What follows belongs to an exercise in optimizing a design on an open flow for small area, a short achievable clock period and few clock cycles; a production flow would make more cautious choices.
Only simulation tests tie the RTL to the original design; equivalence was not proved.

==> flow/design.v (outline; a module is shown in full before it is edited, if it fits) <==
// module miriscv_alu: 79 lines
// module miriscv_decoder: 197 lines
// module miriscv_signextend: 10 lines
// module miriscv_gpr: 42 lines
// module miriscv_fetch_unit: 55 lines
// module miriscv_fetch_stage: 66 lines
// module miriscv_decode_stage: 408 lines
// module miriscv_div: 283 lines
// module miriscv_mdu: 117 lines
// module miriscv_execute_stage: 274 lines
// module miriscv_lsu: 102 lines
// module miriscv_memory_stage: 155 lines
// module miriscv_control_unit: 91 lines
// module miriscv_rvfi_controller: 198 lines
// module miriscv_core: 500 lines
// module miriscv_top: 56 lines
module miriscv_top (
  input  logic        clk_i,
  input  logic        arstn_i,
  input  logic [31:0] boot_addr_i,
  input  logic        instr_rvalid_i,
  input  logic [31:0] instr_rdata_i,
  output logic        instr_req_o,
  output logic [31:0] instr_addr_o,
  input  logic        data_rvalid_i,
  input  logic [31:0] data_rdata_i,
  output logic        data_req_o,
  output logic        data_we_o,
  output logic [3:0]  data_be_o,
  output logic [31:0] data_addr_o,
  output logic [31:0] data_wdata_o
);
  // ...
==> flow/run.sh <==
#!/bin/bash
# synth_recipe.tcl (not shown) runs the flow's synth.tcl, then flattens the netlist and writes it again
# the make line also repeats each setting of config.mk as NAME=value (left out here)
make -C /OpenROAD-flow-scripts/flow DESIGN_CONFIG=/design/flow/config.mk WORK_HOME=/design/flow/orfs CLKGATE_MAP_FILE= SYNTH_SCRIPT=/design/flow/synth_recipe.tcl finish
==> flow/config.mk <==
export PLATFORM = sky130hd
export DESIGN_NAME = miriscv_top
export DESIGN_NICKNAME = miriscv_top
export VERILOG_FILES = /design/flow/design.v
export SDC_FILE = /design/flow/constraint.sdc
export NUM_CORES = 4
export LEC_CHECK = 0
export CAP_MARGIN = 20
export CORE_MARGIN = 2
export CORE_UTILIZATION = 40
export SLEW_MARGIN = 20
==> flow/constraint.sdc <==
create_clock -name core_clock -period 12.5 [get_ports {clk_i}]
set_input_delay 2.5000 -clock core_clock [delete_from_list [all_inputs] [get_ports {clk_i}]]
set_output_delay 2.5000 -clock core_clock [all_outputs]
set_load 0.01 [all_outputs]
==> flow_summary.ini, run 1 <==
[yosys]
synth_xor_xnor_area_share_pct = 2.488
syn_inst = 14370
synth_edf_count = 422
synth_compound_area_share_pct = 13.16
ys_seq_area_share_pct = 31.42
ys_async_sr_fraction_pct = 64.85
synth.top_cell.area_share_pct = 19.79
synthAdderAreaFrac_pct = 20.78
synth-seq-cells = 1687
yosysTopAreaCell = dfrtp_1
yosys-top-cells-area = dfrtp_1, fa_1, mux4_2

[clock_tree]
clk_pin_slew_ns = 0.07
post_cts_resized = 0
numCtsBuffers = 192

[finish]
inverters = 1404
clockNetworkAreaShare_pct = 4.360
diodes = 37
final.fill_count = 33100
multi_input_area_um2 = 86070
nonClkBufAreaFrac_pct = 3.149

[placement]
place_inst = 18390

[status]
status = complete, no violations

[timing]
drv_slew = 0

[critical_path]
crit_end = i_core.i_execute_stage.e_mdu_result_ff[31]
cp.depth = 23
r2r_cells = 23
reg2reg_from = i_core.i_decode_stage.d_mdu_operation_ff[0]

[detailed_routing]
routed-wl-met3_um = 56440
viasPerCell = 6.075
dr.first_iter.drc_count = 13630

[global_routing]
met3_usage_pct = 7.438
antenna_found_initial = 47
grt-busiest-layer = met2

[floorplanning]
ioPinCount = 203

[hold_path]
holdPathStages = 0
Testbench counts, summed over its fixed seeds: cycles 223,559.
==> module miriscv_mdu, before the edit <==
module miriscv_mdu
(
  input  logic                clk_i,
  input  logic                arstn_i,
  input  logic                mdu_req_i,         
  input  logic [XLEN-1:0]     mdu_port_a_i,      
  input  logic [XLEN-1:0]     mdu_port_b_i,      
  input  logic [MDU_OP_W-1:0] mdu_op_i,          
  input  logic                mdu_kill_i,        
  input  logic                mdu_keep_i,        
  output logic [XLEN-1:0]     mdu_result_o,      
  output logic                mdu_stall_req_o    
);
  logic                     sign_a;
  logic                     sign_b;
  logic                     msb_a;
  logic                     msb_b;
  logic                     b_is_zero;
  logic                     mult_op;
  logic signed [XLEN:0]     mul_operand_a;
  logic signed [XLEN:0]     mul_operand_b;
  logic signed [2*XLEN+1:0] mult_result_full;
  logic        [2*XLEN-1:0] mult_result;
  logic        [XLEN-1:0]   div_result;
  logic signed [XLEN-1:0]   rem_result;
  logic                     div_start;
  logic                     div_stall;
  logic                     mult_stall;
  logic                     b_zero_flag_ff;
  assign sign_a = mdu_port_a_i[XLEN-1];
  assign sign_b = mdu_port_b_i[XLEN-1];
  assign b_is_zero = ~|mdu_port_b_i;
  always_comb begin
    case (mdu_op_i)
      MDU_MUL,
      MDU_MULH,
      MDU_MULHU,
      MDU_MULHSU:
        mult_op = 1'b1;
      MDU_DIV,
      MDU_REM,
      MDU_DIVU,
      MDU_REMU:
        mult_op = 1'b0;
      default:
        mult_op = 1'b0;
    endcase
  end
  assign mul_operand_a = {msb_a, mdu_port_a_i};
  assign mul_operand_b = {msb_b, mdu_port_b_i};
  always_comb begin
    case (mdu_op_i)
      MDU_MUL,
      MDU_MULH: begin
        msb_a = sign_a;
        msb_b = sign_b;
      end
      MDU_MULHU: begin
        msb_a = 1'b0;
        msb_b = 1'b0;
      end
      MDU_MULHSU: begin
        msb_a = sign_a;
        msb_b = 1'b0;
      end
      default: begin
        msb_a = 1'b0;
        msb_b = 1'b0;
      end
    endcase
  end
  assign mult_stall = 1'b0;
  assign mult_result_full = mul_operand_a * mul_operand_b;
  assign mult_result = mult_result_full[2*XLEN-1:0];
  assign div_start = !mult_op && mdu_req_i;
  always_ff @(posedge clk_i or negedge arstn_i) begin
    if (~arstn_i) begin
      b_zero_flag_ff <= 1'b0;
    end
    else begin
      b_zero_flag_ff <= b_is_zero;
    end
  end
  miriscv_div
  #(
    .DIV_IMPLEMENTATION( "GENERIC" )
  )
  i_div_unit
  (
    .clk_i           ( clk_i          ),
    .arstn_i         ( arstn_i        ),
    .div_start_i     ( div_start      ),
    .port_a_i        ( mdu_port_a_i   ),
    .port_b_i        ( mdu_port_b_i   ),
    .mdu_op_i        ( mdu_op_i       ),
    .zero_i          ( b_zero_flag_ff ),
    .kill_i          ( mdu_kill_i     ),
    .keep_i          ( mdu_keep_i     ),
    .div_result_o    ( div_result     ),
    .rem_result_o    ( rem_result     ),
    .div_stall_req_o ( div_stall      )
  );
  assign mdu_stall_req_o = div_stall || mult_stall;
  always_comb begin
    case (mdu_op_i)
      MDU_MUL:    mdu_result_o = mult_result[XLEN-1:0];
      MDU_MULH,
      MDU_MULHSU,
      MDU_MULHU:  mdu_result_o = mult_result[2*XLEN-1:XLEN];
      MDU_DIV,
      MDU_DIVU:   mdu_result_o = div_result;
      MDU_REM,
      MDU_REMU:   mdu_result_o = rem_result;
      default:    mdu_result_o = {XLEN{1'b0}};
    endcase
  end
endmodule
==> module miriscv_core, before the edit <==
module miriscv_core
#(
  parameter bit RVFI = 1'b1
) (
  input  logic              clk_i,
  input  logic              arstn_i,
  input  logic [XLEN-1:0]   boot_addr_i,
  input  logic              instr_rvalid_i,
  input  logic [XLEN-1:0]   instr_rdata_i,
  output logic              instr_req_o,
  output logic [XLEN-1:0]   instr_addr_o,
  input  logic              data_rvalid_i,
  input  logic [XLEN-1:0]   data_rdata_i,
  output logic              data_req_o,
  output logic              data_we_o,
  output logic [XLEN/8-1:0] data_be_o,
  output logic [XLEN-1:0]   data_addr_o,
  output logic [XLEN-1:0]   data_wdata_o,
  output logic              rvfi_valid_o,
  output logic [63:0]       rvfi_order_o,
  output logic [31:0]       rvfi_insn_o,
  output logic              rvfi_trap_o,
  output logic              rvfi_halt_o,
  output logic              rvfi_intr_o,
  output logic [ 1:0]       rvfi_mode_o,
  output logic [ 1:0]       rvfi_ixl_o,
  output logic [ 4:0]       rvfi_rs1_addr_o,
  output logic [ 4:0]       rvfi_rs2_addr_o,
  output logic [31:0]       rvfi_rs1_rdata_o,
  output logic [31:0]       rvfi_rs2_rdata_o,
  output logic [ 4:0]       rvfi_rd_addr_o,
  output logic [31:0]       rvfi_rd_wdata_o,
  output logic [31:0]       rvfi_pc_rdata_o,
  output logic [31:0]       rvfi_pc_wdata_o,
  output logic [31:0]       rvfi_mem_addr_o,
  output logic [ 3:0]       rvfi_mem_rmask_o,
  output logic [ 3:0]       rvfi_mem_wmask_o,
  output logic [31:0]       rvfi_mem_rdata_o,
  output logic [31:0]       rvfi_mem_wdata_o
);
  localparam f = 3'd0;  
  localparam d = 3'd1;  
  localparam e = 3'd2;  
  localparam m = 3'd3;  
  localparam w = 3'd4;  
  logic [XLEN-1:0]         current_pc      [f:f];
  logic [XLEN-1:0]         next_pc         [f:m];
  logic [ILEN-1:0]         instr           [f:f];
  logic                    valid           [f:m];
  logic                    gpr_wr_en       [d:m];
  logic [GPR_ADDR_W-1:0]   gpr_wr_addr     [d:m];
  logic [WB_SRC_W-1:0]     gpr_src_sel     [d:e];
  logic [XLEN-1:0]         gpr_wr_data     [m:m];
  logic [XLEN-1:0]         op1             [d:d];
  logic [XLEN-1:0]         op2             [d:d];
  logic [XLEN-1:0]         alu_result      [e:e];
  logic [XLEN-1:0]         mdu_result      [e:e];
  logic [ALU_OP_W-1:0]     alu_operation   [d:d];
  logic                    mdu_req         [d:d];
  logic [MDU_OP_W-1:0]     mdu_operation   [d:d];
  logic                    mem_req         [d:e];
  logic                    mem_we          [d:e];
  logic [MEM_ACCESS_W-1:0] mem_size        [d:e];
  logic [XLEN-1:0]         mem_addr        [d:e];
  logic [XLEN-1:0]         mem_data        [d:e];
  logic                    branch          [d:m];
  logic                    jal             [d:m];
  logic                    jalr            [d:m];
  logic [XLEN-1:0]         target_pc       [d:m];
  logic                    prediction      [d:m];
  logic                    br_j_taken      [d:m];
  logic                    cu_stall_req    [f:m];
  logic                    cu_stall        [f:m];
  logic                    cu_kill         [f:m];
  logic                    cu_force        [f:f];
  logic [XLEN-1:0]         cu_force_pc     [f:f];
  logic [GPR_ADDR_W-1:0]   cu_rs1_addr     [f:f];
  logic                    cu_rs1_req      [f:f];
  logic [GPR_ADDR_W-1:0]   cu_rs2_addr     [f:f];
  logic                    cu_rs2_req      [f:f];
  logic [XLEN-1:0]         rvfi_wb_data    [m:w];
  logic                    rvfi_wb_we      [f:w];
  logic [GPR_ADDR_W-1:0]   rvfi_wb_rd_addr [f:w];
  logic [ILEN-1:0]         rvfi_instr      [f:w];
  logic [GPR_ADDR_W-1:0]   rvfi_rs1_addr   [f:w];
  logic [GPR_ADDR_W-1:0]   rvfi_rs2_addr   [f:w];
  logic                    rvfi_op1_gpr    [f:w];
  logic                    rvfi_op2_gpr    [f:w];
  logic [XLEN-1:0]         rvfi_rs1_rdata  [f:w];
  logic [XLEN-1:0]         rvfi_rs2_rdata  [f:w];
  logic [XLEN-1:0]         rvfi_current_pc [f:w];
  logic [XLEN-1:0]         rvfi_next_pc    [f:w];
  logic                    rvfi_valid      [f:w];
  logic                    rvfi_trap       [f:w];
  logic                    rvfi_intr       [f:w];
  logic                    rvfi_mem_req    [f:w];
  logic                    rvfi_mem_we     [f:w];
  logic [MEM_ACCESS_W-1:0] rvfi_mem_size   [f:w];
  logic [XLEN-1:0]         rvfi_mem_addr   [f:w];
  logic [XLEN-1:0]         rvfi_mem_wdata  [f:w];
  logic [XLEN-1:0]         rvfi_mem_rdata  [m:w];
  miriscv_fetch_stage
  #(
    .RVFI ( RVFI )
  )
  i_fetch_stage
  (
    .clk_i          ( clk_i              ),
    .arstn_i        ( arstn_i            ),
    .cu_kill_f_i    ( cu_kill        [f] ),
    .cu_stall_f_i   ( cu_stall       [f] ),
    .cu_force_f_i   ( cu_force       [f] ),
    .cu_force_pc_i  ( cu_force_pc    [f] ),
    .f_stall_req_o  ( cu_stall_req   [f] ),
    .instr_rvalid_i ( instr_rvalid_i     ),
    .instr_rdata_i  ( instr_rdata_i      ),
    .instr_req_o    ( instr_req_o        ),
    .instr_addr_o   ( instr_addr_o       ),
    .f_instr_o      ( instr          [f] ),
    .f_current_pc_o ( current_pc     [f] ),
    .f_next_pc_o    ( next_pc        [f] ),
    .f_valid_o      ( valid          [f] )
  );
  miriscv_decode_stage
  #(
    .RVFI ( RVFI )
  )
  i_decode_stage
  (
    .clk_i               ( clk_i               ),
    .arstn_i             ( arstn_i             ),
    .cu_kill_d_i         ( cu_kill         [d] ),
    .cu_stall_d_i        ( cu_stall        [d] ),
    .cu_stall_f_i        ( cu_stall        [f] ),
    .d_stall_req_o       ( cu_stall_req    [d] ),
    .f_instr_i           ( instr           [f] ),
    .f_current_pc_i      ( current_pc      [f] ),
    .f_next_pc_i         ( next_pc         [f] ),
    .f_valid_i           ( valid           [f] ),
    .m_gpr_wr_en_i       ( gpr_wr_en       [m] ),
    .m_gpr_wr_data_i     ( gpr_wr_data     [m] ),
    .m_gpr_wr_addr_i     ( gpr_wr_addr     [m] ),
    .d_valid_o           ( valid           [d] ),
    .d_op1_o             ( op1             [d] ),
    .d_op2_o             ( op2             [d] ),
    .d_alu_operation_o   ( alu_operation   [d] ),
    .d_mdu_req_o         ( mdu_req         [d] ),
    .d_mdu_operation_o   ( mdu_operation   [d] ),
    .d_mem_req_o         ( mem_req         [d] ),
    .d_mem_we_o          ( mem_we          [d] ),
    .d_mem_size_o        ( mem_size        [d] ),
    .d_mem_addr_o        ( mem_addr        [d] ),
    .d_mem_data_o        ( mem_data        [d] ),
    .d_gpr_wr_en_o       ( gpr_wr_en       [d] ),
    .d_gpr_wr_addr_o     ( gpr_wr_addr     [d] ),
    .d_gpr_src_sel_o     ( gpr_src_sel     [d] ),
    .d_branch_o          ( branch          [d] ),
    .d_jal_o             ( jal             [d] ),
    .d_jalr_o            ( jalr            [d] ),
    .d_target_pc_o       ( target_pc       [d] ),
    .d_next_pc_o         ( next_pc         [d] ),
    .d_prediction_o      ( prediction      [d] ),
    .d_br_j_taken_o      ( br_j_taken      [d] ),
    .f_cu_rs1_addr_o     ( cu_rs1_addr     [f] ),
    .f_cu_rs1_req_o      ( cu_rs1_req      [f] ),
    .f_cu_rs2_addr_o     ( cu_rs2_addr     [f] ),
    .f_cu_rs2_req_o      ( cu_rs2_req      [f] ),
    .d_rvfi_wb_we_o      ( rvfi_wb_we      [d] ),
    .d_rvfi_wb_rd_addr_o ( rvfi_wb_rd_addr [d] ),
    .d_rvfi_instr_o      ( rvfi_instr      [d] ),
    .d_rvfi_rs1_addr_o   ( rvfi_rs1_addr   [d] ),
    .d_rvfi_rs2_addr_o   ( rvfi_rs2_addr   [d] ),
    .d_rvfi_op1_gpr_o    ( rvfi_op1_gpr    [d] ),
    .d_rvfi_op2_gpr_o    ( rvfi_op2_gpr    [d] ),
    .d_rvfi_rs1_rdata_o  ( rvfi_rs1_rdata  [d] ),
    .d_rvfi_rs2_rdata_o  ( rvfi_rs2_rdata  [d] ),
    .d_rvfi_current_pc_o ( rvfi_current_pc [d] ),
    .d_rvfi_next_pc_o    ( rvfi_next_pc    [d] ),
    .d_rvfi_valid_o      ( rvfi_valid      [d] ),
    .d_rvfi_trap_o       ( rvfi_trap       [d] ),
    .d_rvfi_intr_o       ( rvfi_intr       [d] ),
    .d_rvfi_mem_req_o    ( rvfi_mem_req    [d] ),
    .d_rvfi_mem_we_o     ( rvfi_mem_we     [d] ),
    .d_rvfi_mem_size_o   ( rvfi_mem_size   [d] ),
    .d_rvfi_mem_addr_o   ( rvfi_mem_addr   [d] ),
    .d_rvfi_mem_wdata_o  ( rvfi_mem_wdata  [d] )
  );
  miriscv_execute_stage
  #(
    .RVFI ( RVFI )
  )
  i_execute_stage
  (
    .clk_i               ( clk_i               ),
    .arstn_i             ( arstn_i             ),
    .cu_kill_e_i         ( cu_kill         [e] ),
    .cu_stall_e_i        ( cu_stall        [e] ),
    .cu_stall_m_i        ( cu_stall        [m] ),
    .e_stall_req_o       ( cu_stall_req    [e] ),
    .d_valid_i           ( valid           [d] ),
    .d_op1_i             ( op1             [d] ),
    .d_op2_i             ( op2             [d] ),
    .d_alu_operation_i   ( alu_operation   [d] ),
    .d_mdu_req_i         ( mdu_req         [d] ),
    .d_mdu_operation_i   ( mdu_operation   [d] ),
    .d_mem_req_i         ( mem_req         [d] ),
    .d_mem_we_i          ( mem_we          [d] ),
    .d_mem_size_i        ( mem_size        [d] ),
    .d_mem_addr_i        ( mem_addr        [d] ),
    .d_mem_data_i        ( mem_data        [d] ),
    .d_gpr_wr_en_i       ( gpr_wr_en       [d] ),
    .d_gpr_wr_addr_i     ( gpr_wr_addr     [d] ),
    .d_gpr_src_sel_i     ( gpr_src_sel     [d] ),
    .d_branch_i          ( branch          [d] ),
    .d_jal_i             ( jal             [d] ),
    .d_jalr_i            ( jalr            [d] ),
    .d_target_pc_i       ( target_pc       [d] ),
    .d_next_pc_i         ( next_pc         [d] ),
    .d_prediction_i      ( prediction      [d] ),
    .d_br_j_taken_i      ( br_j_taken      [d] ),
    .e_valid_o           ( valid           [e] ),
    .e_alu_result_o      ( alu_result      [e] ),
    .e_mdu_result_o      ( mdu_result      [e] ),
    .e_mem_req_o         ( mem_req         [e] ),
    .e_mem_we_o          ( mem_we          [e] ),
    .e_mem_size_o        ( mem_size        [e] ),
    .e_mem_addr_o        ( mem_addr        [e] ),
    .e_mem_data_o        ( mem_data        [e] ),
    .e_gpr_wr_en_o       ( gpr_wr_en       [e] ),
    .e_gpr_wr_addr_o     ( gpr_wr_addr     [e] ),
    .e_gpr_src_sel_o     ( gpr_src_sel     [e] ),
    .e_branch_o          ( branch          [e] ),
    .e_jal_o             ( jal             [e] ),
    .e_jalr_o            ( jalr            [e] ),
    .e_target_pc_o       ( target_pc       [e] ),
    .e_next_pc_o         ( next_pc         [e] ),
    .e_prediction_o      ( prediction      [e] ),
    .e_br_j_taken_o      ( br_j_taken      [e] ),
    .d_rvfi_wb_we_i      ( rvfi_wb_we      [d] ),
    .d_rvfi_wb_rd_addr_i ( rvfi_wb_rd_addr [d] ),
    .d_rvfi_instr_i      ( rvfi_instr      [d] ),
    .d_rvfi_rs1_addr_i   ( rvfi_rs1_addr   [d] ),
    .d_rvfi_rs2_addr_i   ( rvfi_rs2_addr   [d] ),
    .d_rvfi_op1_gpr_i    ( rvfi_op1_gpr    [d] ),
    .d_rvfi_op2_gpr_i    ( rvfi_op2_gpr    [d] ),
    .d_rvfi_rs1_rdata_i  ( rvfi_rs1_rdata  [d] ),
    .d_rvfi_rs2_rdata_i  ( rvfi_rs2_rdata  [d] ),
    .d_rvfi_current_pc_i ( rvfi_current_pc [d] ),
    .d_rvfi_next_pc_i    ( rvfi_next_pc    [d] ),
    .d_rvfi_valid_i      ( rvfi_valid      [d] ),
    .d_rvfi_trap_i       ( rvfi_trap       [d] ),
    .d_rvfi_intr_i       ( rvfi_intr       [d] ),
    .d_rvfi_mem_req_i    ( rvfi_mem_req    [d] ),
    .d_rvfi_mem_we_i     ( rvfi_mem_we     [d] ),
    .d_rvfi_mem_size_i   ( rvfi_mem_size   [d] ),
    .d_rvfi_mem_addr_i   ( rvfi_mem_addr   [d] ),
    .d_rvfi_mem_wdata_i  ( rvfi_mem_wdata  [d] ),
    .e_rvfi_wb_we_o      ( rvfi_wb_we      [e] ),
    .e_rvfi_wb_rd_addr_o ( rvfi_wb_rd_addr [e] ),
    .e_rvfi_instr_o      ( rvfi_instr      [e] ),
    .e_rvfi_rs1_addr_o   ( rvfi_rs1_addr   [e] ),
    .e_rvfi_rs2_addr_o   ( rvfi_rs2_addr   [e] ),
    .e_rvfi_op1_gpr_o    ( rvfi_op1_gpr    [e] ),
    .e_rvfi_op2_gpr_o    ( rvfi_op2_gpr    [e] ),
    .e_rvfi_rs1_rdata_o  ( rvfi_rs1_rdata  [e] ),
    .e_rvfi_rs2_rdata_o  ( rvfi_rs2_rdata  [e] ),
    .e_rvfi_current_pc_o ( rvfi_current_pc [e] ),
    .e_rvfi_next_pc_o    ( rvfi_next_pc    [e] ),
    .e_rvfi_valid_o      ( rvfi_valid      [e] ),
    .e_rvfi_trap_o       ( rvfi_trap       [e] ),
    .e_rvfi_intr_o       ( rvfi_intr       [e] ),
    .e_rvfi_mem_req_o    ( rvfi_mem_req    [e] ),
    .e_rvfi_mem_we_o     ( rvfi_mem_we     [e] ),
    .e_rvfi_mem_size_o   ( rvfi_mem_size   [e] ),
    .e_rvfi_mem_addr_o   ( rvfi_mem_addr   [e] ),
    .e_rvfi_mem_wdata_o  ( rvfi_mem_wdata  [e] )
  );
  miriscv_memory_stage
  #(
    .RVFI ( RVFI )
  )
  i_memory_stage
  (
    .clk_i               ( clk_i               ),
    .arstn_i             ( arstn_i             ),
    .cu_kill_m_i         ( cu_kill         [m] ),
    .cu_stall_m_i        ( cu_stall        [m] ),
    .m_stall_req_o       ( cu_stall_req    [m] ),
    .e_valid_i           ( valid           [e] ),
    .e_alu_result_i      ( alu_result      [e] ),
    .e_mdu_result_i      ( mdu_result      [e] ),
    .e_mem_req_i         ( mem_req         [e] ),
    .e_mem_we_i          ( mem_we          [e] ),
    .e_mem_size_i        ( mem_size        [e] ),
    .e_mem_addr_i        ( mem_addr        [e] ),
    .e_mem_data_i        ( mem_data        [e] ),
    .e_gpr_wr_en_i       ( gpr_wr_en       [e] ),
    .e_gpr_wr_addr_i     ( gpr_wr_addr     [e] ),
    .e_gpr_src_sel_i     ( gpr_src_sel     [e] ),
    .e_branch_i          ( branch          [e] ),
    .e_jal_i             ( jal             [e] ),
    .e_jalr_i            ( jalr            [e] ),
    .e_target_pc_i       ( target_pc       [e] ),
    .e_next_pc_i         ( next_pc         [e] ),
    .e_prediction_i      ( prediction      [e] ),
    .e_br_j_taken_i      ( br_j_taken      [e] ),
    .m_valid_o           ( valid           [m] ),
    .m_gpr_wr_en_o       ( gpr_wr_en       [m] ),
    .m_gpr_wr_addr_o     ( gpr_wr_addr     [m] ),
    .m_gpr_wr_data_o     ( gpr_wr_data     [m] ),
    .m_branch_o          ( branch          [m] ),
    .m_jal_o             ( jal             [m] ),
    .m_jalr_o            ( jalr            [m] ),
    .m_target_pc_o       ( target_pc       [m] ),
    .m_next_pc_o         ( next_pc         [m] ),
    .m_prediction_o      ( prediction      [m] ),
    .m_br_j_taken_o      ( br_j_taken      [m] ),
    .data_rvalid_i       ( data_rvalid_i       ),
    .data_rdata_i        ( data_rdata_i        ),
    .data_req_o          ( data_req_o          ),
    .data_we_o           ( data_we_o           ),
    .data_be_o           ( data_be_o           ),
    .data_addr_o         ( data_addr_o         ),
    .data_wdata_o        ( data_wdata_o        ),
    .e_rvfi_wb_we_i      ( rvfi_wb_we      [e] ),
    .e_rvfi_wb_rd_addr_i ( rvfi_wb_rd_addr [e] ),
    .e_rvfi_instr_i      ( rvfi_instr      [e] ),
    .e_rvfi_rs1_addr_i   ( rvfi_rs1_addr   [e] ),
    .e_rvfi_rs2_addr_i   ( rvfi_rs2_addr   [e] ),
    .e_rvfi_op1_gpr_i    ( rvfi_op1_gpr    [e] ),
    .e_rvfi_op2_gpr_i    ( rvfi_op2_gpr    [e] ),
    .e_rvfi_rs1_rdata_i  ( rvfi_rs1_rdata  [e] ),
    .e_rvfi_rs2_rdata_i  ( rvfi_rs2_rdata  [e] ),
    .e_rvfi_current_pc_i ( rvfi_current_pc [e] ),
    .e_rvfi_next_pc_i    ( rvfi_next_pc    [e] ),
    .e_rvfi_valid_i      ( rvfi_valid      [e] ),
    .e_rvfi_trap_i       ( rvfi_trap       [e] ),
    .e_rvfi_intr_i       ( rvfi_intr       [e] ),
    .e_rvfi_mem_req_i    ( rvfi_mem_req    [e] ),
    .e_rvfi_mem_we_i     ( rvfi_mem_we     [e] ),
    .e_rvfi_mem_size_i   ( rvfi_mem_size   [e] ),
    .e_rvfi_mem_addr_i   ( rvfi_mem_addr   [e] ),
    .e_rvfi_mem_wdata_i  ( rvfi_mem_wdata  [e] ),
    .m_rvfi_wb_data_o    ( rvfi_wb_data    [m] ),
    .m_rvfi_wb_we_o      ( rvfi_wb_we      [m] ),
    .m_rvfi_wb_rd_addr_o ( rvfi_wb_rd_addr [m] ),
    .m_rvfi_instr_o      ( rvfi_instr      [m] ),
    .m_rvfi_rs1_addr_o   ( rvfi_rs1_addr   [m] ),
    .m_rvfi_rs2_addr_o   ( rvfi_rs2_addr   [m] ),
    .m_rvfi_op1_gpr_o    ( rvfi_op1_gpr    [m] ),
    .m_rvfi_op2_gpr_o    ( rvfi_op2_gpr    [m] ),
    .m_rvfi_rs1_rdata_o  ( rvfi_rs1_rdata  [m] ),
    .m_rvfi_rs2_rdata_o  ( rvfi_rs2_rdata  [m] ),
    .m_rvfi_current_pc_o ( rvfi_current_pc [m] ),
    .m_rvfi_next_pc_o    ( rvfi_next_pc    [m] ),
    .m_rvfi_valid_o      ( rvfi_valid      [m] ),
    .m_rvfi_trap_o       ( rvfi_trap       [m] ),
    .m_rvfi_intr_o       ( rvfi_intr       [m] ),
    .m_rvfi_mem_req_o    ( rvfi_mem_req    [m] ),
    .m_rvfi_mem_we_o     ( rvfi_mem_we     [m] ),
    .m_rvfi_mem_size_o   ( rvfi_mem_size   [m] ),
    .m_rvfi_mem_addr_o   ( rvfi_mem_addr   [m] ),
    .m_rvfi_mem_wdata_o  ( rvfi_mem_wdata  [m] ),
    .m_rvfi_mem_rdata_o  ( rvfi_mem_rdata  [m] )
  );
  miriscv_control_unit
  i_control_unit
  (
    .clk_i              ( clk_i              ),
    .arstn_i            ( arstn_i            ),
    .boot_addr_i        ( boot_addr_i        ),
    .f_stall_req_i      ( cu_stall_req   [f] ),
    .d_stall_req_i      ( cu_stall_req   [d] ),
    .e_stall_req_i      ( cu_stall_req   [e] ),
    .m_stall_req_i      ( cu_stall_req   [m] ),
    .f_valid_i          ( valid          [f] ),
    .d_valid_i          ( valid          [d] ),
    .e_valid_i          ( valid          [e] ),
    .m_valid_i          ( valid          [m] ),
    .f_cu_rs1_addr_i    ( cu_rs1_addr    [f] ),
    .f_cu_rs1_req_i     ( cu_rs1_req     [f] ),
    .f_cu_rs2_addr_i    ( cu_rs2_addr    [f] ),
    .f_cu_rs2_req_i     ( cu_rs2_req     [f] ),
    .d_cu_rd_addr_i     ( gpr_wr_addr    [d] ),
    .d_cu_rd_we_i       ( gpr_wr_en      [d] ),
    .e_cu_rd_addr_i     ( gpr_wr_addr    [e] ),
    .e_cu_rd_we_i       ( gpr_wr_en      [e] ),
    .m_branch_i         ( branch         [m] ),
    .m_jal_i            ( jal            [m] ),
    .m_jalr_i           ( jalr           [m] ),
    .m_target_pc_i      ( target_pc      [m] ),
    .m_next_pc_i        ( next_pc        [m] ),
    .m_prediction_i     ( prediction     [m] ),
    .m_br_j_taken_i     ( br_j_taken     [m] ),
    .cu_stall_f_o       ( cu_stall       [f] ),
    .cu_stall_d_o       ( cu_stall       [d] ),
    .cu_stall_e_o       ( cu_stall       [e] ),
    .cu_stall_m_o       ( cu_stall       [m] ),
    .cu_kill_f_o        ( cu_kill        [f] ),
    .cu_kill_d_o        ( cu_kill        [d] ),
    .cu_kill_e_o        ( cu_kill        [e] ),
    .cu_kill_m_o        ( cu_kill        [m] ),
    .cu_force_pc_o      ( cu_force_pc    [f] ),
    .cu_force_f_o       ( cu_force       [f] )
  );
  assign rvfi_instr      [w] = rvfi_instr      [m];
  assign rvfi_rs1_addr   [w] = rvfi_rs1_addr   [m];
  assign rvfi_rs2_addr   [w] = rvfi_rs2_addr   [m];
  assign rvfi_op1_gpr    [w] = rvfi_op1_gpr    [m];
  assign rvfi_op2_gpr    [w] = rvfi_op2_gpr    [m];
  assign rvfi_rs1_rdata  [w] = rvfi_rs1_rdata  [m];
  assign rvfi_rs2_rdata  [w] = rvfi_rs2_rdata  [m];
  assign rvfi_wb_rd_addr [w] = rvfi_wb_rd_addr [m];
  assign rvfi_wb_we      [w] = rvfi_wb_we      [m];
  assign rvfi_wb_data    [w] = rvfi_wb_data    [m];
  assign rvfi_mem_we     [w] = rvfi_mem_we     [m];
  assign rvfi_mem_req    [w] = rvfi_mem_req    [m];
  assign rvfi_mem_size   [w] = rvfi_mem_size   [m];
  assign rvfi_mem_addr   [w] = rvfi_mem_addr   [m];
  assign rvfi_mem_wdata  [w] = rvfi_mem_wdata  [m];
  assign rvfi_mem_rdata  [w] = rvfi_mem_rdata  [m];
  assign rvfi_current_pc [w] = rvfi_current_pc [m];
  assign rvfi_next_pc    [w] = rvfi_next_pc    [m];
  assign rvfi_valid      [w] = rvfi_valid      [m];
  assign rvfi_intr       [w] = rvfi_intr       [m];
  assign rvfi_trap       [w] = rvfi_trap       [m];
  if (RVFI) begin
    miriscv_rvfi_controller
    i_rvfi
    (
      .clk_i            ( clk_i                ),
      .aresetn_i        ( arstn_i              ),
      .w_instr_i        ( rvfi_instr       [w] ),
      .w_rs1_addr_i     ( rvfi_rs1_addr    [w] ),
      .w_rs2_addr_i     ( rvfi_rs2_addr    [w] ),
      .w_op1_gpr_i      ( rvfi_op1_gpr     [w] ),
      .w_op2_gpr_i      ( rvfi_op2_gpr     [w] ),
      .w_rs1_rdata_i    ( rvfi_rs1_rdata   [w] ),
      .w_rs2_rdata_i    ( rvfi_rs2_rdata   [w] ),
      .w_wb_rd_addr_i   ( rvfi_wb_rd_addr  [w] ),
      .w_wb_we_i        ( rvfi_wb_we       [w] ),
      .w_wb_data_i      ( rvfi_wb_data     [w] ),
      .w_data_we_i      ( rvfi_mem_we      [w] ),
      .w_data_req_i     ( rvfi_mem_req     [w] ),
      .w_data_size_i    ( rvfi_mem_size    [w] ),
      .w_data_addr_i    ( rvfi_mem_addr    [w] ),
      .w_data_wdata_i   ( rvfi_mem_wdata   [w] ),
      .w_data_rdata_i   ( rvfi_mem_rdata   [w] ),
      .w_current_pc_i   ( rvfi_current_pc  [w] ),
      .w_next_pc_i      ( rvfi_next_pc     [w] ),
      .w_valid_i        ( rvfi_valid       [w] ),
      .w_intr_i         ( rvfi_intr        [w] ),
      .w_trap_i         ( rvfi_trap        [w] ),
      .rvfi_valid_o     ( rvfi_valid_o         ),
      .rvfi_order_o     ( rvfi_order_o         ),
      .rvfi_insn_o      ( rvfi_insn_o          ),
      .rvfi_trap_o      ( rvfi_trap_o          ),
      .rvfi_halt_o      ( rvfi_halt_o          ),
      .rvfi_intr_o      ( rvfi_intr_o          ),
      .rvfi_mode_o      ( rvfi_mode_o          ),
      .rvfi_ixl_o       ( rvfi_ixl_o           ),
      .rvfi_rs1_addr_o  ( rvfi_rs1_addr_o      ),
      .rvfi_rs2_addr_o  ( rvfi_rs2_addr_o      ),
      .rvfi_rs1_rdata_o ( rvfi_rs1_rdata_o     ),
      .rvfi_rs2_rdata_o ( rvfi_rs2_rdata_o     ),
      .rvfi_rd_addr_o   ( rvfi_rd_addr_o       ),
      .rvfi_rd_wdata_o  ( rvfi_rd_wdata_o      ),
      .rvfi_pc_rdata_o  ( rvfi_pc_rdata_o      ),
      .rvfi_pc_wdata_o  ( rvfi_pc_wdata_o      ),
      .rvfi_mem_addr_o  ( rvfi_mem_addr_o      ),
      .rvfi_mem_rmask_o ( rvfi_mem_rmask_o     ),
      .rvfi_mem_wmask_o ( rvfi_mem_wmask_o     ),
      .rvfi_mem_rdata_o ( rvfi_mem_rdata_o     ),
      .rvfi_mem_wdata_o ( rvfi_mem_wdata_o     )
    );
  end
  else begin
    assign rvfi_valid_o     = '0;
    assign rvfi_order_o     = '0;
    assign rvfi_insn_o      = '0;
    assign rvfi_trap_o      = '0;
    assign rvfi_halt_o      = '0;
    assign rvfi_intr_o      = '0;
    assign rvfi_mode_o      = '0;
    assign rvfi_ixl_o       = '0;
    assign rvfi_rs1_addr_o  = '0;
    assign rvfi_rs2_addr_o  = '0;
    assign rvfi_rs1_rdata_o = '0;
    assign rvfi_rs2_rdata_o = '0;
    assign rvfi_rd_addr_o   = '0;
    assign rvfi_rd_wdata_o  = '0;
    assign rvfi_pc_rdata_o  = '0;
    assign rvfi_pc_wdata_o  = '0;
    assign rvfi_mem_addr_o  = '0;
    assign rvfi_mem_rmask_o = '0;
    assign rvfi_mem_wmask_o = '0;
    assign rvfi_mem_rdata_o = '0;
    assign rvfi_mem_wdata_o = '0;
  end
endmodule
==> module miriscv_top, before the edit <==
module miriscv_top (
  input  logic        clk_i,
  input  logic        arstn_i,
  input  logic [31:0] boot_addr_i,
  input  logic        instr_rvalid_i,
  input  logic [31:0] instr_rdata_i,
  output logic        instr_req_o,
  output logic [31:0] instr_addr_o,
  input  logic        data_rvalid_i,
  input  logic [31:0] data_rdata_i,
  output logic        data_req_o,
  output logic        data_we_o,
  output logic [3:0]  data_be_o,
  output logic [31:0] data_addr_o,
  output logic [31:0] data_wdata_o
);
  miriscv_core #(
    .RVFI ( 1'b0 )
  ) i_core (
    .clk_i            ( clk_i          ),
    .arstn_i          ( arstn_i        ),
    .boot_addr_i      ( boot_addr_i    ),
    .instr_rvalid_i   ( instr_rvalid_i ),
    .instr_rdata_i    ( instr_rdata_i  ),
    .instr_req_o      ( instr_req_o    ),
    .instr_addr_o     ( instr_addr_o   ),
    .data_rvalid_i    ( data_rvalid_i  ),
    .data_rdata_i     ( data_rdata_i   ),
    .data_req_o       ( data_req_o     ),
    .data_we_o        ( data_we_o      ),
    .data_be_o        ( data_be_o      ),
    .data_addr_o      ( data_addr_o    ),
    .data_wdata_o     ( data_wdata_o   ),
    .rvfi_valid_o     (                ),
    .rvfi_order_o     (                ),
    .rvfi_insn_o      (                ),
    .rvfi_trap_o      (                ),
    .rvfi_halt_o      (                ),
    .rvfi_intr_o      (                ),
    .rvfi_mode_o      (                ),
    .rvfi_ixl_o       (                ),
    .rvfi_rs1_addr_o  (                ),
    .rvfi_rs2_addr_o  (                ),
    .rvfi_rs1_rdata_o (                ),
    .rvfi_rs2_rdata_o (                ),
    .rvfi_rd_addr_o   (                ),
    .rvfi_rd_wdata_o  (                ),
    .rvfi_pc_rdata_o  (                ),
    .rvfi_pc_wdata_o  (                ),
    .rvfi_mem_addr_o  (                ),
    .rvfi_mem_rmask_o (                ),
    .rvfi_mem_wmask_o (                ),
    .rvfi_mem_rdata_o (                ),
    .rvfi_mem_wdata_o (                )
  );
endmodule
==> run 2: changes to the inputs <==
==> flow/design.v (replaced) <==
module miriscv_mdu (
  input  logic        clk_i,
  input  logic        arstn_i,
  input  logic        start_i,
  input  logic [2:0]  op_i,      
  input  logic [31:0] a_i,
  input  logic [31:0] b_i,
  output logic        done_o,
  output logic [31:0] result_o
);
  typedef enum logic [2:0] {
    S_IDLE, S_MUL, S_DCHK, S_DIV, S_DONE
  } state_t;
  state_t      state;
  logic [3:0]  cnt;
  logic [4:0]  dcnt;
  logic [2:0]  op;
  logic [32:0] mcand;         
  logic [37:0] acc;           
  logic [35:0] lo;            
  logic        lo_m1;         
  logic [31:0] dq;            
  logic [31:0] dr;            
  logic [31:0] dd;            
  logic        neg_q, neg_r, bzero;
  logic a_signed, b_signed;
  assign a_signed = (op_i == 3'b001) | (op_i == 3'b010);       
  assign b_signed = (op_i == 3'b000) | (op_i == 3'b001);       
  logic div_signed;
  logic sa, sb;
  assign div_signed = ~op_i[0];                                
  assign sa = div_signed & a_i[31];
  assign sb = div_signed & b_i[31];
  function automatic logic [35:0] booth_pp(input logic [2:0] bits, input logic [32:0] m);
    logic [35:0] mx;
    mx = {{3{m[32]}}, m};
    case (bits)
      3'b001, 3'b010: booth_pp = mx;
      3'b011:         booth_pp = mx << 1;
      3'b100:         booth_pp = -(mx << 1);
      3'b101, 3'b110: booth_pp = -mx;
      default:        booth_pp = 36'd0;
    endcase
  endfunction
  logic [35:0] pp0, pp1;
  logic [37:0] x0, x1, x2, cs_s, cs_c, msum;
  assign pp0  = booth_pp({lo[1], lo[0], lo_m1}, mcand);
  assign pp1  = booth_pp({lo[3], lo[2], lo[1]}, mcand);
  assign x0   = acc;
  assign x1   = {{2{pp0[35]}}, pp0};
  assign x2   = {pp1, 2'b00};
  assign cs_s = x0 ^ x1 ^ x2;
  assign cs_c = {((x0 & x1) | (x0 & x2) | (x1 & x2)), 1'b0} ;
  assign msum = cs_s + cs_c;
  logic [32:0] rsh;
  logic [32:0] dif;
  assign rsh = {dr, dq[31]};
  assign dif = rsh - {1'b0, dd};
  logic [31:0] a_abs, b_abs;
  assign a_abs = sa ? -a_i : a_i;
  assign b_abs = sb ? -b_i : b_i;
  always_ff @(posedge clk_i or negedge arstn_i) begin
    if (~arstn_i)
      state <= S_IDLE;
    else begin
      case (state)
        S_IDLE:  if (start_i) state <= op_i[2] ? S_DCHK : S_MUL;
        S_MUL:   if (cnt == ((op == 3'b000) ? 4'd7 : 4'd8)) state <= S_DONE;
        S_DCHK:  if (bzero || (dq < dd)) state <= S_DONE; else state <= S_DIV;
        S_DIV:   if (dcnt == 5'd31) state <= S_DONE;
        default: state <= S_IDLE;
      endcase
    end
  end
  always_ff @(posedge clk_i) begin
    case (state)
      S_IDLE: begin
        op    <= op_i;
        cnt   <= 4'd0;
        dcnt  <= 5'd0;
        mcand <= {a_signed & a_i[31], a_i};
        acc   <= '0;
        lo    <= {{4{b_signed & b_i[31]}}, b_i};
        lo_m1 <= 1'b0;
        dq    <= a_abs;
        dd    <= b_abs;
        dr    <= '0;
        bzero <= (b_i == 32'd0);
        neg_q <= (sa ^ sb) & (b_i != 32'd0);
        neg_r <= sa;
      end
      S_MUL: begin
        cnt   <= cnt + 4'd1;
        acc   <= {{4{msum[37]}}, msum[37:4]};
        lo    <= {msum[3:0], lo[35:4]};
        lo_m1 <= lo[3];
      end
      S_DCHK: begin
        if (bzero) begin
          dr <= dq;
          dq <= '1;
        end else if (dq < dd) begin
          dr <= dq;
          dq <= '0;
        end
      end
      S_DIV: begin
        dcnt <= dcnt + 5'd1;
        if (!dif[32]) begin
          dr <= dif[31:0];
          dq <= {dq[30:0], 1'b1};
        end else begin
          dr <= rsh[31:0];
          dq <= {dq[30:0], 1'b0};
        end
      end
      default: ;
    endcase
  end
  assign done_o = (state == S_DONE);
  always_comb begin
    case (op)
      3'b000:         result_o = lo[35:4];
      3'b001, 3'b010,
      3'b011:         result_o = {acc[27:0], lo[35:32]};
      3'b100, 3'b101: result_o = neg_q ? -dq : dq;
      default:        result_o = neg_r ? -dr : dr;
    endcase
  end
endmodule
module miriscv_core (
  input  logic        clk_i,
  input  logic        arstn_i,
  input  logic [31:0] boot_addr_i,
  input  logic        instr_rvalid_i,
  input  logic [31:0] instr_rdata_i,
  output logic        instr_req_o,
  output logic [31:0] instr_addr_o,
  input  logic        data_rvalid_i,
  input  logic [31:0] data_rdata_i,
  output logic        data_req_o,
  output logic        data_we_o,
  output logic [3:0]  data_be_o,
  output logic [31:0] data_addr_o,
  output logic [31:0] data_wdata_o
);
  localparam logic [6:0] OPC_LUI    = 7'b0110111;
  localparam logic [6:0] OPC_AUIPC  = 7'b0010111;
  localparam logic [6:0] OPC_JAL    = 7'b1101111;
  localparam logic [6:0] OPC_JALR   = 7'b1100111;
  localparam logic [6:0] OPC_BRANCH = 7'b1100011;
  localparam logic [6:0] OPC_LOAD   = 7'b0000011;
  localparam logic [6:0] OPC_STORE  = 7'b0100011;
  localparam logic [6:0] OPC_OPIMM  = 7'b0010011;
  localparam logic [6:0] OPC_OP     = 7'b0110011;
  logic        redirect;       
  logic [31:2] redirect_pc;
  logic        e_stall;        
  logic        d_hold;         
  logic        w_wen;
  logic [4:0]  w_rd;
  logic [31:0] w_data;         
  logic        boot_q;
  logic        req_q;
  logic        infl_q;         
  logic [31:2] pc_f;
  always_ff @(posedge clk_i or negedge arstn_i) begin
    if (~arstn_i) begin
      boot_q <= 1'b1;
      req_q  <= 1'b0;
      infl_q <= 1'b0;
    end else begin
      boot_q <= 1'b0;
      req_q  <= 1'b1;
      infl_q <= ~boot_q & ~redirect & ~d_hold;
    end
  end
  always_ff @(posedge clk_i) begin
    if (boot_q)
      pc_f <= boot_addr_i[31:2];
    else if (redirect)
      pc_f <= redirect_pc;
    else if (~d_hold)
      pc_f <= pc_f + 30'd1;
  end
  assign instr_req_o  = req_q;
  assign instr_addr_o = {pc_f, 2'b00};
  logic [31:0] ir_q;
  logic        ir_v;
  always_ff @(posedge clk_i or negedge arstn_i) begin
    if (~arstn_i)
      ir_v <= 1'b0;
    else
      ir_v <= d_hold & ~redirect;
  end
  always_ff @(posedge clk_i) begin
    if (~ir_v)
      ir_q <= instr_rdata_i;
  end
  logic [31:0] instr;
  logic        d_valid;
  logic [31:2] pc_d;
  assign instr   = ir_v ? ir_q : instr_rdata_i;
  assign d_valid = ir_v | infl_q;
  assign pc_d    = pc_f - 30'd1;
  logic [6:0] opc;
  logic [4:0] rs1, rs2, rd;
  logic [2:0] f3;
  assign opc = instr[6:0];
  assign rd  = instr[11:7];
  assign f3  = instr[14:12];
  assign rs1 = instr[19:15];
  assign rs2 = instr[24:20];
  logic is_lui, is_auipc, is_jal, is_jalr, is_br, is_ld, is_st, is_opimm, is_op, is_md;
  assign is_lui   = (opc == OPC_LUI);
  assign is_auipc = (opc == OPC_AUIPC);
  assign is_jal   = (opc == OPC_JAL);
  assign is_jalr  = (opc == OPC_JALR);
  assign is_br    = (opc == OPC_BRANCH);
  assign is_ld    = (opc == OPC_LOAD);
  assign is_st    = (opc == OPC_STORE);
  assign is_opimm = (opc == OPC_OPIMM);
  assign is_op    = (opc == OPC_OP) & ~instr[25];
  assign is_md    = (opc == OPC_OP) &  instr[25];
  logic use_rs1, use_rs2, d_wen;
  assign use_rs1 = is_jalr | is_br | is_ld | is_st | is_opimm | is_op | is_md;
  assign use_rs2 = is_br | is_st | is_op | is_md;
  assign d_wen   = (is_lui | is_auipc | is_jal | is_jalr | is_ld | is_opimm | is_op | is_md)
                 & (rd != 5'd0);
  logic [31:0] imm;
  always_comb begin
    if (is_st)
      imm = {{20{instr[31]}}, instr[31:25], instr[11:7]};
    else if (is_br)
      imm = {{19{instr[31]}}, instr[31], instr[7], instr[30:25], instr[11:8], 1'b0};
    else if (is_lui | is_auipc)
      imm = {instr[31:12], 12'd0};
    else if (is_jal)
      imm = {{11{instr[31]}}, instr[31], instr[19:12], instr[20], instr[30:21], 1'b0};
    else
      imm = {{20{instr[31]}}, instr[31:20]};
  end
  logic [31:0] rf [1:31];
  logic [31:1] rf_v;
  always_ff @(posedge clk_i or negedge arstn_i) begin
    if (~arstn_i)
      rf_v <= '0;
    else if (w_wen)
      rf_v[w_rd] <= 1'b1;
  end
  always_ff @(posedge clk_i) begin
    if (w_wen)
      rf[w_rd] <= w_data;
  end
  logic [31:0] rs1_val, rs2_val;
  always_comb begin
    if (w_wen && (w_rd == rs1))
      rs1_val = w_data;
    else if (rs1 == 5'd0 || !rf_v[rs1])
      rs1_val = 32'd0;
    else
      rs1_val = rf[rs1];
    if (w_wen && (w_rd == rs2))
      rs2_val = w_data;
    else if (rs2 == 5'd0 || !rf_v[rs2])
      rs2_val = 32'd0;
    else
      rs2_val = rf[rs2];
  end
  logic        e_valid, e_wen, e_ld;
  logic [4:0]  e_rd;
  logic        m_valid, m_wen, m_ld;
  logic [4:0]  m_rd;
  logic hz_rs1, hz_rs2, load_hazard;
  assign hz_rs1 = use_rs1 & ((e_valid & e_ld & e_wen & (e_rd == rs1)) |
                             (m_valid & m_ld & m_wen & (m_rd == rs1)));
  assign hz_rs2 = use_rs2 & ((e_valid & e_ld & e_wen & (e_rd == rs2)) |
                             (m_valid & m_ld & m_wen & (m_rd == rs2)));
  assign load_hazard = hz_rs1 | hz_rs2;
  assign d_hold = d_valid & (load_hazard | e_stall);
  logic fa_m, fa_w, fb_m, fb_w;
  assign fa_m = use_rs1 & e_valid & e_wen & (e_rd == rs1);
  assign fa_w = use_rs1 & m_valid & m_wen & (m_rd == rs1);
  assign fb_m = use_rs2 & e_valid & e_wen & (e_rd == rs2);
  assign fb_w = use_rs2 & m_valid & m_wen & (m_rd == rs2);
  logic        e_jal, e_jalr, e_br, e_st, e_md, e_alu_imm, e_alu_reg;
  logic [2:0]  e_f3;
  logic        e_alt;
  logic [31:0] e_a, e_b, e_imm;
  logic [31:2] e_pc;
  logic        e_use_imm, e_fa_m, e_fa_w, e_fb_m, e_fb_w;
  always_ff @(posedge clk_i or negedge arstn_i) begin
    if (~arstn_i)
      e_valid <= 1'b0;
    else if (~e_stall)
      e_valid <= d_valid & ~d_hold & ~redirect;
  end
  always_ff @(posedge clk_i) begin
    if (~e_stall) begin
      e_wen     <= d_wen;
      e_rd      <= rd;
      e_ld      <= is_ld;
      e_st      <= is_st;
      e_jal     <= is_jal;
      e_jalr    <= is_jalr;
      e_br      <= is_br;
      e_md      <= is_md;
      e_alu_imm <= is_opimm;
      e_alu_reg <= is_op;
      e_f3      <= f3;
      e_alt     <= instr[30];
    end
  end
  always_ff @(posedge clk_i) begin
    e_a       <= is_auipc ? {pc_d, 2'b00} : (is_lui ? 32'd0 : rs1_val);
    e_b       <= rs2_val;
    e_imm     <= imm;
    e_pc      <= pc_d;
    e_use_imm <= ~(is_op | is_md | is_br);
    e_fa_m    <= fa_m;
    e_fa_w    <= fa_w & ~fa_m;
    e_fb_m    <= fb_m;
    e_fb_w    <= fb_w & ~fb_m;
  end
  logic [31:0] m_res;    
  logic [31:0] w_res;    
  logic [31:0] opa, opb, op2;
  assign opa = e_fa_m ? m_res : (e_fa_w ? w_res : e_a);
  assign opb = e_fb_m ? m_res : (e_fb_w ? w_res : e_b);
  assign op2 = e_use_imm ? e_imm : opb;
  logic        alu_any;
  logic        sub;
  logic [32:0] sum33;
  logic [31:0] sum;
  logic        lt, ltu, eq;
  assign alu_any = e_alu_imm | e_alu_reg;
  assign sub = e_br | (alu_any & (e_f3 == 3'b010 || e_f3 == 3'b011)) |
               (e_alu_reg & e_alt & (e_f3 == 3'b000));
  assign sum33 = {1'b0, opa} + {1'b0, sub ? ~op2 : op2} + {32'd0, sub};
  assign sum   = sum33[31:0];
  assign ltu   = ~sum33[32];
  assign lt    = (opa[31] ^ op2[31]) ? opa[31] : sum[31];
  assign eq    = (opa == opb);
  logic [4:0]  shamt;
  logic [31:0] shl, shr;
  logic [32:0] shr33;
  assign shamt = op2[4:0];
  assign shl   = opa << shamt;
  assign shr33 = $signed({e_alt & opa[31], opa}) >>> shamt;
  assign shr   = shr33[31:0];
  logic [31:0] alu_res;
  always_comb begin
    if (alu_any) begin
      case (e_f3)
        3'b000:  alu_res = sum;
        3'b001:  alu_res = shl;
        3'b010:  alu_res = {31'd0, lt};
        3'b011:  alu_res = {31'd0, ltu};
        3'b100:  alu_res = opa ^ op2;
        3'b101:  alu_res = shr;
        3'b110:  alu_res = opa | op2;
        default: alu_res = opa & op2;
      endcase
    end else begin
      alu_res = sum;
    end
  end
  logic        br_taken;
  always_comb begin
    case (e_f3)
      3'b000:  br_taken = eq;
      3'b001:  br_taken = ~eq;
      3'b100:  br_taken = lt;
      3'b101:  br_taken = ~lt;
      3'b110:  br_taken = ltu;
      default: br_taken = ~ltu;
    endcase
  end
  logic [31:2] tgt;
  logic [31:2] link;
  assign tgt  = e_pc + e_imm[31:2];
  assign link = e_pc + 30'd1;
  assign redirect    = e_valid & (e_jal | e_jalr | (e_br & br_taken));
  assign redirect_pc = e_jalr ? sum[31:2] : tgt;
  logic        md_done;
  logic [31:0] md_res;
  miriscv_mdu i_mdu (
    .clk_i    ( clk_i           ),
    .arstn_i  ( arstn_i         ),
    .start_i  ( e_valid & e_md  ),
    .op_i     ( e_f3            ),
    .a_i      ( opa             ),
    .b_i      ( opb             ),
    .done_o   ( md_done         ),
    .result_o ( md_res          )
  );
  assign e_stall = e_valid & e_md & ~md_done;
  logic [31:0] e_res;
  always_comb begin
    if (e_jal | e_jalr)
      e_res = {link, 2'b00};
    else if (e_md)
      e_res = md_res;
    else
      e_res = alu_res;
  end
  logic [31:0] st_data;
  logic [3:0]  st_be;
  always_comb begin
    case (e_f3[1:0])
      2'b00: begin
        st_data = {4{opb[7:0]}};
        st_be   = 4'b0001 << sum[1:0];
      end
      2'b01: begin
        st_data = {2{opb[15:0]}};
        st_be   = sum[1] ? 4'b1100 : 4'b0011;
      end
      default: begin
        st_data = opb;
        st_be   = 4'b1111;
      end
    endcase
  end
  logic        m_req, m_we;
  logic [3:0]  m_be;
  logic [31:0] m_wdata;
  logic [2:0]  m_f3;
  always_ff @(posedge clk_i or negedge arstn_i) begin
    if (~arstn_i) begin
      m_valid <= 1'b0;
      m_req   <= 1'b0;
      m_wen   <= 1'b0;
    end else begin
      m_valid <= e_valid & ~e_stall;
      m_req   <= e_valid & ~e_stall & (e_ld | e_st);
      m_wen   <= e_valid & ~e_stall & e_wen;
    end
  end
  always_ff @(posedge clk_i) begin
    m_res   <= e_res;
    m_rd    <= e_rd;
    m_ld    <= e_ld;
    m_we    <= e_st;
    m_be    <= st_be;
    m_wdata <= st_data;
    m_f3    <= e_f3;
  end
  assign data_req_o   = m_req;
  assign data_we_o    = m_we;
  assign data_be_o    = m_be;
  assign data_addr_o  = m_res;
  assign data_wdata_o = m_wdata;
  logic        w_ld;
  logic [2:0]  w_f3;
  always_ff @(posedge clk_i or negedge arstn_i) begin
    if (~arstn_i)
      w_wen <= 1'b0;
    else
      w_wen <= m_wen;
  end
  always_ff @(posedge clk_i) begin
    w_res <= m_res;
    w_rd  <= m_rd;
    w_ld  <= m_ld;
    w_f3  <= m_f3;
  end
  logic [31:0] ld_sh;
  logic [31:0] ld_val;
  assign ld_sh = data_rdata_i >> {w_res[1:0], 3'b000};
  always_comb begin
    case (w_f3)
      3'b000:  ld_val = {{24{ld_sh[7]}}, ld_sh[7:0]};
      3'b001:  ld_val = {{16{ld_sh[15]}}, ld_sh[15:0]};
      3'b100:  ld_val = {24'd0, ld_sh[7:0]};
      3'b101:  ld_val = {16'd0, ld_sh[15:0]};
      default: ld_val = data_rdata_i;
    endcase
  end
  assign w_data = w_ld ? ld_val : w_res;
endmodule
module miriscv_top (
  input  logic        clk_i,
  input  logic        arstn_i,
  input  logic [31:0] boot_addr_i,
  input  logic        instr_rvalid_i,
  input  logic [31:0] instr_rdata_i,
  output logic        instr_req_o,
  output logic [31:0] instr_addr_o,
  input  logic        data_rvalid_i,
  input  logic [31:0] data_rdata_i,
  output logic        data_req_o,
  output logic        data_we_o,
  output logic [3:0]  data_be_o,
  output logic [31:0] data_addr_o,
  output logic [31:0] data_wdata_o
);
  miriscv_core i_core (
    .clk_i          ( clk_i          ),
    .arstn_i        ( arstn_i        ),
    .boot_addr_i    ( boot_addr_i    ),
    .instr_rvalid_i ( instr_rvalid_i ),
    .instr_rdata_i  ( instr_rdata_i  ),
    .instr_req_o    ( instr_req_o    ),
    .instr_addr_o   ( instr_addr_o   ),
    .data_rvalid_i  ( data_rvalid_i  ),
    .data_rdata_i   ( data_rdata_i   ),
    .data_req_o     ( data_req_o     ),
    .data_we_o      ( data_we_o      ),
    .data_be_o      ( data_be_o      ),
    .data_addr_o    ( data_addr_o    ),
    .data_wdata_o   ( data_wdata_o   )
  );
endmodule
==> run 2 against run 1 <==
Compared with the run above:
- still clean
- synthesized area shrank 31%
- final cell count down 27%
- cell area decreased by 30%
- count of clock-buffer cells in the layout is 27 lower
- worst hold slack got worse by 0.015 ns
- via count fell by 24%
- critical path depth decreased by 4
- sequential share of layout area is 13 points higher
- setup slack better by 3.0 ns
- register-to-register slack better by 3.0 ns
- non-clock buffer count decreased by 87
- clock skew decreased by 0.031 ns
- critical path type unchanged
==> flow_summary.ini, run 2 <==
[status]
status = complete, no violations

[clock_tree]
cts_tree = yes
clock-sinks = 1579
h-tree-depth = 4
clk_pin_slew_ns = 0.06
post_cts_resized = 0
numCtsBuffers = 181
cts-root-buf = clkbuf_16
ctsHoldBuffers = 0
clk_latency_ns = 0.89
cts_max_path_buffers = 3
post_cts_buffers = 0

[yosys]
yosysTopAreaCell = edfxtp_1
synth_flop_cell = edfxtp_1
ys_seq_area_share_pct = 46.57
avgSynthCellArea_um2 = 9.070
ys_async_sr_fraction_pct = 2.723
synthTopCellsByCount = nand2_1, edfxtp_1, nand3_1
yosysMostFrequentCell = nand2_1
syn_inst = 10510
synth.top_cell.area_share_pct = 39.54
yosys-top-cells-area = edfxtp_1, nand2_1, dfxtp_1
synth_edf_count = 1255
synth_area_um2 = 95310
synthDistinctLibCells = 96
ys.warnings.count = 2
synth-seq-cells = 1579

[finish]
largest_reg_flops = 992
post-route-util_pct = 44.95
most-common-layout-cells = nand2_1, edfxtp_1, nand3_1
layout-drive-gt1-share_pct = 7.227
final_nets = 10740
largestRegisters = i_core.rf x992, i_core.i_mdu.lo x36, i_core.i_mdu.acc x34
layout_commonest_cell = nand2_1
regMostFlops = i_core.rf
area_growth_pct = 11.96

[global_routing]
track_usage_pct = 33.69
grt_pass1_vias = 80250
met3_usage_pct = 7.007
antenna_found_initial = 34
grt-ovfl-total = 0
grt_pass1_wl_um = 594700
grt-busiest-layer = met2
grt_util_met1_pct = 44.63
met2_usage_pct = 49.90
grt_max_degree = 182

[timing]
fin_crit_sh_pct = 59.36
fin_setup_tns_ns = 0
rsz0062_at_grt = false
clock.fmax_mhz = 134.8
hold_ws_ns = 0.3332
worst_pin_slew_ns = 1.253
relSlewSlack_pct = 14.69
final.setup_skew_ns = 0.07907
min_period_ns = 7.420
setup_viol = 0
hold_viol_final = 0
drv_slew = 0
worst_slack_ns = 5.080

[critical_path]
r2r_cells = 19
endpoint_kind = register
cp_max_fo = 59
startpoint_type = register
reg2reg_slack_ns = 5.08
cp.required_ns = 13.07
worstSetupPathType = register to register
crit_arrival_ns = 7.99

[hold_path]
hold_class = register to register
holdPathStages = 0

[detailed_routing]
dr.first_iter.drc_count = 12030
routedWlPerCell_um = 30.87
viasPerCell = 6.340
route.detailed.drc = 0
wl_um = 422200
drtPass1Iterations = 8
antenna_left = 0
num_vias = 86720

[placement]
place_hpwl_um = 278900
pre_cts_ws_ns = 5.331
gp_congestion = 1.061
port_buffers = 196

[floorplanning]
initial_utilization_pct = 40.15
die_x_um = 492.1
rows = 179
die_h_um = 492.1
ioPinCount = 203
core_area_um2 = 237400
dieArea_um2 = 242200

[flow_run]
cap_violations = 0
run 2: cell count changes after synthesis, sizes merged, moves of 113 or more:
cell,previous run,this run
a21oi,672,485
a311oi,63,344
and3,55,168
clkbuf,885,653
dfrtp,1094,42
edfxtp,422,1255
fa,1132,39
ha,486,252
inv,1380,262
mux4,651,18
nand3,121,970
nor2,890,481
o21ai,1535,406
run 2: kinds of logic after synthesis:
group                      count (synthesis)  share of synthesized area, %
AOI/OAI and AO/OA                       2241                         15.95
xor gates and xnor gates                 471                         4.328
adders and majority gates                291                         4.127
buffers and inverters                   1075                         4.391
DFF                                     1579                         46.57
muxes                                    324                         3.877
other                                      2                      0.007879
and+or+nand+nor                         4526                         20.75
run 2: final timing paths:
kind | startpoint | end
max in group asynchronous | arstn_i | i_core.ir_v
max | i_core.i_mdu.lo[1] | i_core.i_mdu.acc[36]
min | i_core.m_f3[0] | i_core.w_f3[0]
min in group asynchronous | arstn_i | i_core.i_mdu.state[2]
min reg2reg | i_core.m_f3[0] | i_core.w_f3[0]
max reg2reg | i_core.i_mdu.lo[1] | i_core.i_mdu.acc[36]
run 2: stage by stage:
step	cells	area, um2
floorplan	10510	95320
global placement	13330	100700
detailed placement	13330	100700
CTS	13670	106700
global route	13670	106700
finish	13680	106700
run 2: layer usage:
metal,share of wire (%),wire length (um)
met1,39,165000
met2,43,179700
met3,11,45160
met4,7.6,32300
met5,0.017,71
run 2: layout make-up:
class | count | area [um2]
antenna | 9 | 22.52
clock buffer | 228 | 4805
clock inverter | 108 | 1154
fill | 22470 | 130700
inverter | 275 | 1077
multi-input combinational | 7857 | 47280
sequential | 1579 | 44400
tap | 3167 | 3963
timing repair buffer | 455 | 4018
run 2: critical path: stages, from the launching register on:
cell and delay, ns:
edfxtp_1 1.01, buf_4 0.65, nand2b_1 0.42, nor2_1 0.50, o21ai_0 0.21, o21ai_0 0.18, ha_1 0.30, ha_1 0.25
fa_1 0.48, a21o_1 0.18, a21oi_1 0.29, o21ai_1 0.20, a311oi_1 0.66, a41oi_1 0.31, a221oi_1 0.51, o21ai_1 0.27
a211o_1 0.32, a21oi_1 0.18, xnor2_1 0.13, nor2_1 0.05
Testbench counts of run 2, summed over its fixed seeds: cycles 151,966.

==> separate check: timing with driven ports <==
The flow's constraints put no driver on any port. The routed layouts listed below were extracted and timed again, unchanged, in two steps.
Step 1 assumes that a clkbuf_16 drives the clock port and a buf_2 every other input.
Step 2 moves the port delays by t, midway between the first and last clock arrival at a register: inputs arrive t later, outputs are due t later. That takes back most of the time a late clock gives input paths.
Slacks: ideal ports / drivers / drivers and shift; pairs: ideal ports / drivers.
run | shift t [ns] | setup WS [ns] | hold slack, ns
run 1 | 0.988 | 2.123 / 2.123 / 2.123 | 0.348 / 0.348 / 0.348
run 2 | 0.944 | 5.080 / 5.080 / 5.063 | 0.333 / 0.333 / 0.333
After both steps setup and hold are still met in every run listed. The setup slack of run 2, which loses most, moves by 0.000 ns with the drivers and by -0.017 ns with both steps.
